From an optimization exercise on the open Yosys and OpenROAD flow, aimed at small area and a short achievable clock period; shortcuts taken in it are not production practice.

## iir_variable_filter
module iir_variable_filter (
    input  wire               clk,
    input  wire               reset_n,
    input  wire        [8:0]  filter_index,
    input  wire signed [15:0] data_in,
    output wire signed [31:0] data_out
);
==> flow/config.mk <==
export PLATFORM = sky130hd
export DESIGN_NAME = iir_variable_filter
export DESIGN_NICKNAME = iir_variable_filter
export VERILOG_FILES = /design/flow/design.v
export SDC_FILE = /design/flow/constraint.sdc
export NUM_CORES = 4
export LEC_CHECK = 0
export CAP_MARGIN = 20
export CORE_MARGIN = 2
export CORE_UTILIZATION = 50
export SETUP_SLACK_MARGIN = 5
export SLEW_MARGIN = 20
export SYNTH_HIERARCHICAL = 1
==> flow/constraint.sdc <==
create_clock -name core_clock -period 15.0 [get_ports {clk}]
set_input_delay 3.0000 -clock core_clock [delete_from_list [all_inputs] [get_ports {clk}]]
set_output_delay 3.0000 -clock core_clock [all_outputs]
set_load 0.01 [all_outputs]
run.sh (not shown) runs the stock make flow with config.mk's settings and CLKGATE_MAP_FILE= SYNTH_SCRIPT=/design/flow/synth_recipe.tcl, a recipe that flattens the netlist after the stock synthesis.
Edit:
--- a/flow/design.v
+++ b/flow/design.v
@@ -125,16 +125,24 @@
     output wire signed [31:0] data_out,
     input  wire [83:0] cw,     
     input  wire        valid   
 );
     reg signed [15:0] r_x, x1, x2;
     reg signed [18:0] s;         
     reg signed [18:0] y0, y1, y2;    
-    wire signed [16:0] q = x1 + x2;
-    wire signed [16:0] qn = r_x + x1;    
+    reg  signed [16:0] q;        
+    wire [16:0] qn;
+    wire [16:0] qc;
+    iir_ha u_qa0 (.a(r_x[0]), .b(x1[0]), .s(qn[0]), .co(qc[1]));
+    genvar gi;
+    generate for (gi = 1; gi < 16; gi = gi + 1) begin : qrip
+        iir_fa u_qa (.a(r_x[gi]), .b(x1[gi]), .c(qc[gi]), .s(qn[gi]), .co(qc[gi+1]));
+    end endgenerate
+    assign qn[16] = r_x[15] ^ x1[15] ^ qc[16];
+    assign qc[0] = 1'b0;
     wire shs0, shc0;
     iir_ha u_sh0 (.a(x2[1]), .b(qn[1]), .s(shs0), .co(shc0));
     wire ss0, sc0;
     iir_fa u_sa0 (.a(x2[2]), .b(qn[2]), .c(qn[1]), .s(ss0), .co(sc0));
     wire ss1, sc1;
     iir_fa u_sa1 (.a(x2[3]), .b(qn[3]), .c(qn[2]), .s(ss1), .co(sc1));
     wire ss2, sc2;
@@ -2029,18 +2037,18 @@
     wire fs581, fc581;
     iir_fa u_fa581 (.a(fs550), .b(fc517), .c(fc549), .s(fs581), .co(fc581));
     wire [31:0] sa = {fc580, fc579, fc578, fc577, fc576, fc575, fc574, fc573, fc572, fc571, fc570, fc569, fc568, fc567, fc566, fc565, fc564, fc563, fc562, fc561, fc560, fc559, fc558, fc557, fc556, fc555, fc554, fc553, fc552, fc551, fhc26, fhs26};
     wire [31:0] sb = {fs581, fs580, fs579, fs578, fs577, fs576, fs575, fs574, fs573, fs572, fs571, fs570, fs569, fs568, fs567, fs566, fs565, fs564, fs563, fs562, fs561, fs560, fs559, fs558, fs557, fs556, fs555, fs554, fs553, fs552, fs551, fhs25};
     wire [31:0] sum = sa + sb;
     always @(posedge clk or negedge reset_n) begin
         if (!reset_n) begin
-            r_x <= 0; x1 <= 0; x2 <= 0; s <= 0;
+            r_x <= 0; x1 <= 0; x2 <= 0; s <= 0; q <= 0;
             y0 <= 0; y1 <= 0; y2 <= 0;
         end else begin
-            r_x <= data_in; x1 <= r_x; x2 <= x1; s <= s_next;
+            r_x <= data_in; x1 <= r_x; x2 <= x1; s <= s_next; q <= qn;
             y0 <= sum[31:13] & {19{valid}}; y1 <= y0; y2 <= y1;
         end
     end
     assign data_out = {{13{y0[18]}}, y0};
 endmodule
 module iir_fa (input wire a, input wire b, input wire c, output wire s, output wire co);
     assign s = a ^ b ^ c;
Result: Final cell count drops by 3.0%. Sequential cell count rose by 17. Worst hold slack improves by 0.0042 ns. Sequential share of layout area climbs by 1.3 points. Die area drops by 1.3%. Wire length is lower by about 1.8%. Global-route usage came out lower by 0.52 points. Cell area drops by about 1%. Synthesized cell count falls by 3.4%. Setup slack is worse by 0.021 ns. Core utilization grows by 0.46 points. Critical path depth rises by 1.
Function was not checked in any run of this note: the RTL went through the layout flow alone.

[what the ideal ports hide]
In the flow no input, the clock included, has a driving cell. The finished layouts below were timed again as built, in two steps.
Step 1 assumes that a clkbuf_16 drives the clock port and a buf_2 every other input.
Step 2 times the ports against the registers' clock, not the clock port: input delays grow and output delays shrink by t, the midpoint of the rising clock arrivals with the driver on.
Slacks: no drivers / after step 1 / after step 2; pairs: no drivers / after step 1.
| run | t, ns | setup slack, ns | clock arrival spread, ns | worst data-port slew with drivers (ns) | cell pins on the clock port's net |
|---|---|---|---|---|---|
| the first run | 0.562 | 5.053 / 4.945 / 4.383 | 0.015 / 0.015 | 0.17 | 1 |
| the second run | 0.560 | 5.032 / 4.978 / 4.418 | 0.023 / 0.024 | 0.11 | 1 |
After both steps setup and hold are still met in every run listed. The setup slack of the first run, which loses most, moves by -0.108 ns with the drivers and by -0.670 ns with both steps.
